From an optimization exercise on the open Yosys and OpenROAD flow, aimed at small area, a short achievable clock period and few clock cycles; shortcuts taken in it are not production practice. At most, simulation tests tie the RTL to the original design; equivalence was not proved. The clock input has no modelled driver; a real chip could not lean on it and would need a root buffer or a full tree. Power figures rest on the tool's default switching activity, not on a simulated workload.

## oak
==> flow/design.v <==
module STI_DAC(clk ,reset, load, pi_data, pi_length, pi_fill, pi_msb, pi_low, pi_end,
	       so_data, so_valid,
	       oem_finish, oem_dataout, oem_addr,
	       odd1_wr, odd2_wr, odd3_wr, odd4_wr, even1_wr, even2_wr, even3_wr, even4_wr);
input		clk, reset;
input		load, pi_msb, pi_low, pi_end;
input	[15:0]	pi_data;
input	[1:0]	pi_length;
input		pi_fill;
output		so_data;
output		so_valid;
output		odd1_wr, odd2_wr, odd3_wr, odd4_wr, even1_wr, even2_wr, even3_wr, even4_wr;
output	reg	oem_finish;
output	[4:0]	oem_addr;
output	[7:0]	oem_dataout;
reg		busy;		 
reg	[2:0]	idx;		 
reg		hi;		 
reg		zero;		 
reg		msb_r;		 
reg	[7:0]	shift;		 
reg	[5:0]	pix;		 
reg	[3:1]	bge;		 
reg		wr_odd;		 
reg		wr_even;	 
reg		wr_data;	 
reg		zen;		 
wire off = pi_length[1] & (pi_msb ^ pi_fill);	 
reg zero0, hi0;					 
always @(*) begin
	case (pi_length)
	2'd0: begin zero0 = 1'b0; hi0 = pi_low; end
	2'd1: begin zero0 = 1'b0; hi0 = pi_msb; end
	2'd2: begin zero0 = off; hi0 = off ^ pi_msb; end	 
	default: begin zero0 = off; hi0 = pi_msb; end		 
	endcase
end
wire k1 = hi ^ pi_msb;
wire last_byte = (pi_length == 2'd0)
	| (~zero & k1 & ((pi_length == 2'd1) | off))		 
	| (zero & ~off & (pi_length == 2'd2) & ~k1)		 
	| (zero & ~off & (pi_length == 2'd3) & k1);		 
wire first_bit = ~zero0 & (pi_msb ? (hi0 ? pi_data[15] : pi_data[7])
				  : (hi0 ? pi_data[8] : pi_data[0]));
wire next_bit = ~zero & pi_data[{hi, idx}];
wire byte_end = busy & (idx == {3{~msb_r}});
wire last = byte_end & last_byte;
always @(posedge clk or posedge reset) begin
	if (reset) begin
		busy <= 1'b0;
	end else begin
		busy <= load | (busy & ~last);
	end
end
wire [2:0] idx_up = idx + 3'd1;
wire [2:0] idx_dn = idx - 3'd1;
always @(posedge clk) begin
	msb_r <= pi_msb;
	if (load) idx <= pi_msb ? 3'd6 : 3'd1;
	else idx <= msb_r ? idx_dn : idx_up;
	if (load) begin
		zero <= zero0;
		hi <= hi0;
	end else if (byte_end) begin
		zero <= zero ^ k1;
		hi <= ~hi;
	end
	shift <= {shift[6:0], load ? first_bit : next_bit};
end
assign so_data = shift[0];
wire pix_ev = pix[3] ^ pix[0];
wire fill = pi_end & ~bge[1] & ~(wr_odd | wr_even);
wire slot = byte_end | fill;
always @(posedge clk or posedge reset) begin
	if (reset) begin
		pix <= 6'd0;
		bge <= 3'd0;
		wr_odd <= 1'b0;
		wr_even <= 1'b0;
		wr_data <= 1'b0;
		oem_finish <= 1'b0;
	end else begin
		wr_odd <= slot & ~pix_ev;
		wr_even <= slot & pix_ev;
		wr_data <= byte_end;
		bge <= bge | ({bge[2:1], 1'b1} & {3{(wr_odd | wr_even) & (pix == 6'd63)}});
		pix <= pix + {5'd0, wr_odd | wr_even};
		oem_finish <= pi_end & bge[1];
	end
end
always @(posedge clk)
	zen <= ~byte_end & (load | busy | pi_end);
assign odd1_wr  = wr_odd & ~bge[1];
assign even1_wr = wr_even & ~bge[1];
assign odd2_wr  = bge[1] ? wr_odd & ~bge[2] : zen;
assign even2_wr = bge[1] ? wr_even & ~bge[2] : zen;
assign odd3_wr  = bge[2] ? wr_odd & ~bge[3] : zen;
assign even3_wr = bge[2] ? wr_even & ~bge[3] : zen;
assign odd4_wr  = bge[3] ? wr_odd : zen;
assign even4_wr = bge[3] ? wr_even : zen;
assign oem_addr = pix[5:1];
assign so_valid = busy | wr_data;
assign oem_dataout = shift & {8{wr_data}};
endmodule
clock: 4.0 ns
lec_check: 0
cap_margin: 20
core_margin: 2
core_utilization: 40
setup_slack_margin: 2.1
slew_margin: 20
standard.sh (not shown) runs the stock make flow with config.mk's settings and CLKGATE_MAP_FILE= SYNTH_SCRIPT=/design/flow/synth_recipe.tcl, a recipe that flattens the netlist after the stock synthesis.
==> flow/flow/run.sh <==
#!/bin/bash
# Standard synthesis and layout, with plain buf_1 port buffers, free cell
# sizing, and a single clock buffer in place of the clock tree (pre_cts.tcl).
set -euo pipefail
here=$(pwd)
bash standard.sh synth > synth.log 2>&1
bash standard.sh 'BUFFER_PORTS_ARGS=-buffer_cell sky130_fd_sc_hd__buf_1' MATCH_CELL_FOOTPRINT=0 "PRE_CTS_TCL=$here/flow/pre_cts.tcl" finish > layout.log 2>&1
==> flow/flow/pre_cts.tcl <==
# Clock tree: one clkbuf_16, placed at the centre of the registers, drives
# every register's clock pin (the design has about 30 registers). This
# replaces ORFS's two-level H-tree; all registers still see the same clock.
set block [ord::get_db_block]
set clknet [$block findNet clk]
set sinks {}
set sx 0
set sy 0
foreach it [$clknet getITerms] {
  set inst [$it getInst]
  set box [$inst getBBox]
  set sx [expr {$sx + ([$box xMin] + [$box xMax]) / 2}]
  set sy [expr {$sy + ([$box yMin] + [$box yMax]) / 2}]
  lappend sinks $it
}
set n [llength $sinks]
puts "pre_cts: $n clock sinks"
set master [[ord::get_db] findMaster sky130_fd_sc_hd__clkbuf_16]
set buf [odb::dbInst_create $block $master clkbuf_root]
set leaf [odb::dbNet_create $block clknet_root]
$leaf setSigType CLOCK
foreach it $sinks {
  $it disconnect
  $it connect $leaf
}
[$buf findITerm A] connect $clknet
[$buf findITerm X] connect $leaf
$buf setLocation [expr {$sx / $n}] [expr {$sy / $n}]
$buf setPlacementStatus PLACED
set_propagated_clock [all_clocks]
# the tree is built; skip ORFS's clock tree synthesis
proc clock_tree_synthesis {args} { puts "pre_cts: clock_tree_synthesis skipped" }
> inputs changed (oak -> birch)
--- a/flow/design.v
+++ b/flow/design.v
@@ -15,10 +15,11 @@
 output	[7:0]	oem_dataout;
 reg		busy;		 
 reg	[2:0]	idx;		 
 reg		hi;		 
 reg		zero;		 
+reg		be;		 
 reg		msb_r;		 
 reg	[7:0]	shift;		 
 reg	[5:0]	pix;		 
 reg	[3:1]	bge;		 
 reg		wr_odd;		 
@@ -41,17 +42,19 @@
 	| (zero & ~off & (pi_length == 2'd2) & ~k1)		 
 	| (zero & ~off & (pi_length == 2'd3) & k1);		 
 wire first_bit = ~zero0 & (pi_msb ? (hi0 ? pi_data[15] : pi_data[7])
 				  : (hi0 ? pi_data[8] : pi_data[0]));
 wire next_bit = ~zero & pi_data[{hi, idx}];
-wire byte_end = busy & (idx == {3{~msb_r}});
+wire byte_end = be;
 wire last = byte_end & last_byte;
 always @(posedge clk or posedge reset) begin
 	if (reset) begin
 		busy <= 1'b0;
+		be <= 1'b0;
 	end else begin
 		busy <= load | (busy & ~last);
+		be <= busy & (idx == (msb_r ? 3'd1 : 3'd6));
 	end
 end
 wire [2:0] idx_up = idx + 3'd1;
 wire [2:0] idx_dn = idx - 3'd1;
 always @(posedge clk) begin
==> comparison <==
- [birch] number of placed instances, taps included rose 4 relative to oak
- birch against oak: proportion of power drawn by combinational gates now sits lower; clock latency on the worst-skew pair saw little to no change.
- Higher proportion of synthesized chip area in sequential cells goes to birch over oak.
- Post-route fraction of the period consumed by the critical path: birch vs oak — no meaningful difference
- [diff] minimum clock period, birch relative to oak: regression
- birch leaves less setup margin than oak.
Testbench counts of birch, summed over its fixed seeds: cycles 10,845.
Only the layout flow was run in oak; the RTL was not checked for function there. No run of this note takes its clock network from TritonCTS; it comes from the design's own scripts or RTL.

-- what the ideal ports hide --
How much do the figures lean on ideal ports? The routed layouts below were timed once more, with nothing changed but the port constraints. Step 1, drivers: a clkbuf_16 drives clk and a buf_2 each remaining input, both assumed. Step 2, shift: input delay + t, output delay - t, t = (earliest + latest rising clock arrival at the registers) / 2. This alone moves slack from input paths to output paths. Slacks: ideal ports / drivers / drivers and shift; pairs: ideal ports / drivers.
| run | shift t [ns] | setup slack, ns | worst hold slack (ns) |
|---|---|---|---|
| oak | 0.188 | 2.159 / 2.132 / 1.979 | 0.353 / 0.353 / 0.353 |
| birch | 0.194 | 2.153 / 2.122 / 2.015 | 0.354 / 0.354 / 0.354 |
After both steps every run listed still meets setup and hold. For oak, which loses most, drivers alone change the setup slack by -0.027 ns; drivers and shift together by -0.180 ns.
